Background: an optimization exercise with open tools, aiming at small area and a short achievable clock period. Do not read the settings as production practice. RTL that was checked went through simulation tests only; none was proved equivalent to the original. Power figures rest on the tool's default switching activity, not on a simulated workload.

== oak ==
==> flow/design.v (excerpt) <==
module fp_add #(
    parameter pDATA_WIDTH = 64,
    parameter pEXP_WIDTH  = 11,
    parameter pFRAC_WIDTH = 52
) (
    input  [(pDATA_WIDTH-1):0] in_A,
    input  [(pDATA_WIDTH-1):0] in_B,
    input                      clk,
    input                      rst_n,
    input                      in_valid,
    output [(pDATA_WIDTH-1):0] result,
    output                     out_valid
);
    wire [10:0] ea_s0 = in_A[62:52];
    wire [10:0] eb_s0 = in_B[62:52];
    wire [6:0] dab_s0;
    wire [5:0] dh_s0;
    fpa_add #(.N(7)) u_dab_0 (.a({1'b0, ea_s0[5:0]}), .b({1'b1, ~eb_s0[5:0]}), .ci(1'b1), .s(dab_s0));
    fpa_add #(.N(6)) u_dh_0 (.a({1'b0, ea_s0[10:6]}), .b({1'b1, ~eb_s0[10:6]}), .ci(1'b1), .s(dh_s0));
    wire elt_s0 = dh_s0[5] | (~|dh_s0 & dab_s0[6]);
    reg v_al;
    always @(posedge clk or negedge rst_n)
        if (!rst_n) v_al <= 1'b0;
        else v_al <= in_valid;
    reg [63:0] A_al;
    always @(posedge clk) A_al <= in_A;
    reg [63:0] B_al;
    always @(posedge clk) B_al <= in_B;
    reg [6:0] dab_al;
    always @(posedge clk) dab_al <= dab_s0;
    reg [5:0] dh_al;
    always @(posedge clk) dh_al <= dh_s0;
    reg elt_al;
  ...
Settings: LEC_CHECK=0, ABC_AREA=1, CAP_MARGIN=20, CORE_MARGIN=2, CORE_UTILIZATION=60, PLACE_DENSITY=0.75, SLEW_MARGIN=20; clock period 12.5 ns.
standard.sh (not shown) runs the stock make flow with config.mk's settings and CLKGATE_MAP_FILE= SYNTH_SCRIPT=/design/flow/synth_recipe.tcl, a recipe that flattens the netlist after the stock synthesis.
==> flow/flow/run.sh <==
#!/bin/bash
bash standard.sh ADDER_MAP_FILE= SETUP_SLACK_MARGIN=8.95 \
  "CTS_ARGS=-sink_clustering_enable -repair_clock_nets -sink_clustering_size 16 -sink_clustering_max_diameter 60 -dont_use_dummy_load -buf_list sky130_fd_sc_hd__clkbuf_8 -root_buf sky130_fd_sc_hd__clkbuf_16" \
  POST_GLOBAL_PLACE_TCL=$PWD/flow/post_gpl.tcl "BUFFER_PORTS_ARGS=-buffer_cell sky130_fd_sc_hd__buf_1" finish > standard.log 2>&1
==> flow/flow/post_gpl.tcl <==
# POST_GLOBAL_PLACE hook: every port got a buf_1 buffer (BUFFER_PORTS_ARGS); make the
# output ports' buffers buf_2, which drive the output load faster.
foreach port [get_ports -filter "direction == output"] {
  set net [get_nets [get_full_name $port]]
  foreach pin [get_pins -of_objects $net -filter "direction == output"] {
    set inst [get_cells -of_objects $pin]
    if {[get_property $inst ref_name] eq "sky130_fd_sc_hd__buf_1"} {
      replace_cell $inst sky130_fd_sc_hd__buf_2
    }
  }
}
Here is what was changed in the inputs of pine compared with oak.
-- flow/design.v --
<<< oak, line 50
    wire ha_s1 = |A_al[62:52];
    wire hb_s1 = |B_al[62:52];
    wire ebm_s1 = dh_al[5] | (dh0_s1 & dab_al[6]);
    wire [52:0] bm_s1 = ebm_s1 ? {hb_s1, B_al[51:0]} : {ha_s1, A_al[51:0]};
    wire [52:0] sm_s1 = elt_al ? {ha_s1, A_al[51:0]} : {hb_s1, B_al[51:0]};
    wire [10:0] be_s1 = ebm_s1 ? B_al[62:52] : A_al[62:52];
    wire mlt_s1;
    fpa_lt #(.N(52)) u_mlt_1 (.a(A_al[51:0]), .b(B_al[51:0]), .lt(mlt_s1));
>>> pine, line 50
    wire ha_s1 = |A_al[62:52];
    wire hb_s1 = |B_al[62:52];
    wire [52:0] bm_s1 = elt_al ? {hb_s1, B_al[51:0]} : {ha_s1, A_al[51:0]};
    wire [52:0] sm_s1 = elt_al ? {ha_s1, A_al[51:0]} : {hb_s1, B_al[51:0]};
    wire [10:0] be_s1 = elt_al ? B_al[62:52] : A_al[62:52];
    wire mlt_s1;
    fpa_lt #(.N(52)) u_mlt_1 (.a(A_al[51:0]), .b(B_al[51:0]), .lt(mlt_s1));
### Flow results
- Compared with oak, pine improves clock group power.
- From oak to pine the numbers moved as follows: combinational fraction of design power went up 0.3 points; total design power went up by 0.032 mW; switching power climbed 0.010 mW; timing-limited maximum frequency went up; worst-margin pin slew has increased.
- Summary — share of the core filled with cells in the final layout, pine relative to oak: higher, by 0.56 points.
- [compare] base=oak new=pine: synthesized cell count lost 1.3%, number of logic inverters in the finished layout neither gained nor lost much, routed wire length lost about 5.3%, worst max-slew margin expressed relative to the limit lost 12 points.
- Start point of the critical path: v_o$_DFF_PN0_ -> oak, res_o[27]$_DFF_P_ -> pine
No functional check of the RTL was part of oak.

---

fp_add, a different RTL version from the one above (not shown whole).
For scale: roughly 480 flip-flops, ~200 I/O pins.
export LEC_CHECK = 0
export ABC_AREA = 1
export CAP_MARGIN = 20
export CORE_MARGIN = 2
export CORE_UTILIZATION = 60
export SLEW_MARGIN = 20
create_clock -name core_clock -period 12.5 [get_ports {clk}]
==> flow/flow/run.sh <==
#!/bin/bash
bash standard.sh ADDER_MAP_FILE= SETUP_SLACK_MARGIN=8.9 \
  "CTS_ARGS=-sink_clustering_enable -repair_clock_nets -sink_clustering_size 16 -sink_clustering_max_diameter 60 -dont_use_dummy_load -buf_list sky130_fd_sc_hd__clkbuf_8 -root_buf sky130_fd_sc_hd__clkbuf_16" \
  POST_GLOBAL_PLACE_TCL=$PWD/flow/post_gpl.tcl "BUFFER_PORTS_ARGS=-buffer_cell sky130_fd_sc_hd__buf_1" finish > standard.log 2>&1
Scripts as last shown in full above: flow/flow/post_gpl.tcl
The baseline finished with timing, DRC and antenna clean.
Then changed:
--- a/flow/design.v
+++ b/flow/design.v
@@ -8,53 +8,51 @@
     input                      clk,
     input                      rst_n,
     input                      in_valid,
     output [(pDATA_WIDTH-1):0] result,
     output                     out_valid
 );
     wire [10:0] ea_s0 = in_A[62:52];
     wire [10:0] eb_s0 = in_B[62:52];
     wire [6:0] dab_s0;
-    wire [6:0] dba_s0;
     wire [5:0] dh_s0;
     fpa_add #(.N(7)) u_dab_0 (.a({1'b0, ea_s0[5:0]}), .b({1'b1, ~eb_s0[5:0]}), .ci(1'b1), .s(dab_s0));
-    fpa_add #(.N(7)) u_dba_0 (.a({1'b0, eb_s0[5:0]}), .b({1'b1, ~ea_s0[5:0]}), .ci(1'b1), .s(dba_s0));
     fpa_add #(.N(6)) u_dh_0 (.a({1'b0, ea_s0[10:6]}), .b({1'b1, ~eb_s0[10:6]}), .ci(1'b1), .s(dh_s0));
     wire elt_s0 = dh_s0[5] | (~|dh_s0 & dab_s0[6]);
     reg v_al;
     always @(posedge clk or negedge rst_n)
         if (!rst_n) v_al <= 1'b0;
         else v_al <= in_valid;
     reg [63:0] A_al;
     always @(posedge clk) A_al <= in_A;
     reg [63:0] B_al;
     always @(posedge clk) B_al <= in_B;
     reg [6:0] dab_al;
     always @(posedge clk) dab_al <= dab_s0;
-    reg [6:0] dba_al;
-    always @(posedge clk) dba_al <= dba_s0;
     reg [5:0] dh_al;
     always @(posedge clk) dh_al <= dh_s0;
     reg elt_al;
     always @(posedge clk) elt_al <= elt_s0;
     wire xa_s1 = &A_al[62:52];
     wire xb_s1 = &B_al[62:52];
     wire mza_s1 = ~|A_al[51:0];
     wire mzb_s1 = ~|B_al[51:0];
     wire nan_s1 = (xa_s1 & ~mza_s1) | (xb_s1 & ~mzb_s1) | (xa_s1 & xb_s1 & (A_al[63] ^ B_al[63]));
     wire spec_s1 = xa_s1 | xb_s1;
     wire isg_s1 = xa_s1 ? A_al[63] : B_al[63];
     wire dh0_s1 = ~|dh_al;
     wire dh1_s1 = (dh_al == 6'd1);
     wire dhm_s1 = (dh_al == 6'h3F);
-    wire sat_s1 = (~dh_al[5] & ~dh0_s1 & ~dh1_s1) | (dh1_s1 & ~dab_al[6]) | (dh_al[5] & ~dhm_s1) | (dhm_s1 & ~dba_al[6]);
-    wire [5:0] sh_s1 = elt_al ? dba_al[5:0] : dab_al[5:0];
-    wire eeq_s1 = dh0_s1 & ~|dab_al[5:0];
+    wire dlz_s1 = ~|dab_al[5:0];
+    wire sat_s1 = (~dh_al[5] & ~dh0_s1 & ~dh1_s1) | (dh1_s1 & ~dab_al[6]) | (dh_al[5] & ~dhm_s1) | (dhm_s1 & (dab_al[6] | dlz_s1));
+    wire [5:0] ngm_s1 = {|dab_al[4:0], |dab_al[3:0], |dab_al[2:0], |dab_al[1:0], dab_al[0], 1'b0};
+    wire [5:0] sh_s1 = dab_al[5:0] ^ ({6{elt_al}} & ngm_s1);
+    wire eeq_s1 = dh0_s1 & dlz_s1;
     wire ha_s1 = |A_al[62:52];
     wire hb_s1 = |B_al[62:52];
     wire [52:0] bm_s1 = elt_al ? {hb_s1, B_al[51:0]} : {ha_s1, A_al[51:0]};
     wire [52:0] sm_s1 = elt_al ? {ha_s1, A_al[51:0]} : {hb_s1, B_al[51:0]};
     wire [10:0] be_s1 = elt_al ? B_al[62:52] : A_al[62:52];
     wire mlt_s1;
     fpa_lt #(.N(52)) u_mlt_1 (.a(A_al[51:0]), .b(B_al[51:0]), .lt(mlt_s1));
     wire swap_s1 = elt_al | (eeq_s1 & mlt_s1);
     wire swm_s1 = eeq_s1 & mlt_s1;
The changed run ran to the end with no violations.
Utilization came out higher by 0.76 points.
Power rises by a few percent.
Wire length rises slightly.
Register-to-register slack gets worse by 0.03 ns.
Final cell count fell slightly.
Critical path depth is unchanged.

---

Another version of the RTL of fp_add (not shown whole).
Size in the first run: roughly 480 flip-flops, ~200 I/O pins, ~27000 um^2 of cells after synthesis.
clock: 12.5 ns
lec_check: 0
abc_area: 1
cap_margin: 20
core_margin: 2
core_utilization: 50
slew_margin: 20
==> flow/flow/run.sh <==
#!/bin/bash
bash standard.sh ADDER_MAP_FILE= SETUP_SLACK_MARGIN=9.2 \
  "CTS_ARGS=-sink_clustering_enable -repair_clock_nets -sink_clustering_size 24 -sink_clustering_max_diameter 80 -dont_use_dummy_load" \
  "BUFFER_PORTS_ARGS=-buffer_cell sky130_fd_sc_hd__buf_2" finish > standard.log 2>&1
Then changed:
--- a/flow/design.v
+++ b/flow/design.v
@@ -16,57 +16,57 @@
     wire [6:0] dab_s0;
     wire [6:0] dba_s0;
     wire [5:0] dh_s0;
     fpa_add #(.N(7)) u_dab_0 (.a({1'b0, ea_s0[5:0]}), .b({1'b1, ~eb_s0[5:0]}), .ci(1'b1), .s(dab_s0));
     fpa_add #(.N(7)) u_dba_0 (.a({1'b0, eb_s0[5:0]}), .b({1'b1, ~ea_s0[5:0]}), .ci(1'b1), .s(dba_s0));
     fpa_add #(.N(6)) u_dh_0 (.a({1'b0, ea_s0[10:6]}), .b({1'b1, ~eb_s0[10:6]}), .ci(1'b1), .s(dh_s0));
+    wire dh0_s0 = ~|dh_s0;
+    wire dh1_s0 = (dh_s0 == 6'd1);
+    wire dhm_s0 = (dh_s0 == 6'h3F);
+    wire elt_s0 = dh_s0[5] | (dh0_s0 & dab_s0[6]);
+    wire sat_s0 = (~dh_s0[5] & ~dh0_s0 & ~dh1_s0) | (dh1_s0 & ~dab_s0[6]) | (dh_s0[5] & ~dhm_s0) | (dhm_s0 & ~dba_s0[6]);
+    wire [5:0] sh_s0 = elt_s0 ? dba_s0[5:0] : dab_s0[5:0];
     reg v_al;
     always @(posedge clk or negedge rst_n)
         if (!rst_n) v_al <= 1'b0;
         else v_al <= in_valid;
     reg [63:0] A_al;
     always @(posedge clk) A_al <= in_A;
     reg [63:0] B_al;
     always @(posedge clk) B_al <= in_B;
-    reg [6:0] dab_al;
-    always @(posedge clk) dab_al <= dab_s0;
-    reg [6:0] dba_al;
-    always @(posedge clk) dba_al <= dba_s0;
-    reg [5:0] dh_al;
-    always @(posedge clk) dh_al <= dh_s0;
+    reg elt_al;
+    always @(posedge clk) elt_al <= elt_s0;
+    reg sat_al;
+    always @(posedge clk) sat_al <= sat_s0;
+    reg [5:0] sh_al;
+    always @(posedge clk) sh_al <= sh_s0;
     wire xa_s1 = &A_al[62:52];
     wire xb_s1 = &B_al[62:52];
     wire mza_s1 = ~|A_al[51:0];
     wire mzb_s1 = ~|B_al[51:0];
     wire nan_s1 = (xa_s1 & ~mza_s1) | (xb_s1 & ~mzb_s1) | (xa_s1 & xb_s1 & (A_al[63] ^ B_al[63]));
     wire spec_s1 = xa_s1 | xb_s1;
     wire isg_s1 = xa_s1 ? A_al[63] : B_al[63];
-    wire dh0_s1 = ~|dh_al;
-    wire dh1_s1 = (dh_al == 6'd1);
-    wire dhm_s1 = (dh_al == 6'h3F);
-    wire elt_s1 = dh_al[5] | (dh0_s1 & dab_al[6]);
-    wire sat_s1 = (~dh_al[5] & ~dh0_s1 & ~dh1_s1) | (dh1_s1 & ~dab_al[6]) | (dh_al[5] & ~dhm_s1) | (dhm_s1 & ~dba_al[6]);
-    wire [5:0] sh_s1 = elt_s1 ? dba_al[5:0] : dab_al[5:0];
     wire ha_s1 = |A_al[62:52];
     wire hb_s1 = |B_al[62:52];
-    wire [52:0] bm_s1 = elt_s1 ? {hb_s1, B_al[51:0]} : {ha_s1, A_al[51:0]};
-    wire [52:0] sm_s1 = elt_s1 ? {ha_s1, A_al[51:0]} : {hb_s1, B_al[51:0]};
-    wire [10:0] be_s1 = elt_s1 ? B_al[62:52] : A_al[62:52];
-    wire sgb_s1 = nan_s1 ? 1'b0 : (spec_s1 ? isg_s1 : (elt_s1 ? B_al[63] : A_al[63]));
-    wire sgs_s1 = elt_s1 ? A_al[63] : B_al[63];
+    wire [52:0] bm_s1 = elt_al ? {hb_s1, B_al[51:0]} : {ha_s1, A_al[51:0]};
+    wire [52:0] sm_s1 = elt_al ? {ha_s1, A_al[51:0]} : {hb_s1, B_al[51:0]};
+    wire [10:0] be_s1 = elt_al ? B_al[62:52] : A_al[62:52];
+    wire sgb_s1 = nan_s1 ? 1'b0 : (spec_s1 ? isg_s1 : (elt_al ? B_al[63] : A_al[63]));
+    wire sgs_s1 = elt_al ? A_al[63] : B_al[63];
     wire sub_s1 = A_al[63] ^ B_al[63];
     wire [55:0] r0_s1 = {sm_s1, 3'b000};
-    wire [55:0] r1_s1 = sh_s1[0] ? {1'd0, r0_s1[55:1]} : r0_s1;
-    wire t1_s1 = sh_s1[0] & r0_s1[0];
-    wire [55:0] r2_s1 = sh_s1[1] ? {2'd0, r1_s1[55:2]} : r1_s1;
-    wire t2_s1 = sh_s1[1] & |r1_s1[1:0];
-    wire [55:0] r3_s1 = sh_s1[2] ? {4'd0, r2_s1[55:4]} : r2_s1;
-    wire t3_s1 = sh_s1[2] & |r2_s1[3:0];
-    wire s3_s1 = sh_s1[3] | sat_s1;
-    wire s4_s1 = sh_s1[4] | sat_s1;
-    wire s5_s1 = sh_s1[5] | sat_s1;
+    wire [55:0] r1_s1 = sh_al[0] ? {1'd0, r0_s1[55:1]} : r0_s1;
+    wire t1_s1 = sh_al[0] & r0_s1[0];
+    wire [55:0] r2_s1 = sh_al[1] ? {2'd0, r1_s1[55:2]} : r1_s1;
+    wire t2_s1 = sh_al[1] & |r1_s1[1:0];
+    wire [55:0] r3_s1 = sh_al[2] ? {4'd0, r2_s1[55:4]} : r2_s1;
+    wire t3_s1 = sh_al[2] & |r2_s1[3:0];
+    wire s3_s1 = sh_al[3] | sat_al;
+    wire s4_s1 = sh_al[4] | sat_al;
+    wire s5_s1 = sh_al[5] | sat_al;
     wire [55:0] r4_s1 = s3_s1 ? {8'd0, r3_s1[55:8]} : r3_s1;
     wire t4_s1 = s3_s1 & |r3_s1[7:0];
     wire [55:0] r5_s1 = s4_s1 ? {16'd0, r4_s1[55:16]} : r4_s1;
     wire t5_s1 = s4_s1 & |r4_s1[15:0];
     wire [55:0] r6_s1 = s5_s1 ? {32'd0, r5_s1[55:32]} : r5_s1;
     wire t6_s1 = s5_s1 & |r5_s1[31:0];
Effect:
- routed wire length goes down by 12%
- clock skew goes down by 36 ps
- area after synthesis goes down by 1.4%
- total power goes down by 7.0%
- clock power goes down by about 2%
- register-to-register slack gains 60 ps
- hold slack stays flat
- count of clock-buffer cells in the layout stays the same
No run of this note included a check of the RTL's function; only the layout flow was run.

[separate check: timing with driven ports]
No port has a modelled driver above. Below, the same layouts with a new extraction and two added sets of constraints. Step 1: set_driving_cell puts a clkbuf_16 on clk and a buf_2 on each other input, an assumption about the parent block. Step 2 adds t to the input delays and takes it off the output delays; t is the mean of the earliest and latest rising clock arrival at the registers after step 1. Input paths then give back, and output paths get back, about the clock's delay inside the block. Three values: no drivers, after step 1, after step 2; two values: the first two.
run	t (ns)	setup WS [ns]	pins driven straight from the clock port
oak	0.586	8.956 / 8.898 / 8.507	1
pine	0.584	8.993 / 8.932 / 8.508	1
the first run of note 2	0.593	8.945 / 8.886 / 8.497	1
the second run of note 2	0.601	8.969 / 8.910 / 8.499	1
the first run of note 3	0.680	8.893 / 8.826 / 8.670	1
the second run of note 3	0.663	8.781 / 8.816 / 8.158	1
After both steps every run listed still meets setup and hold. For the second run of note 3, which loses most, drivers alone change the setup slack by +0.035 ns; drivers and shift together by -0.623 ns.
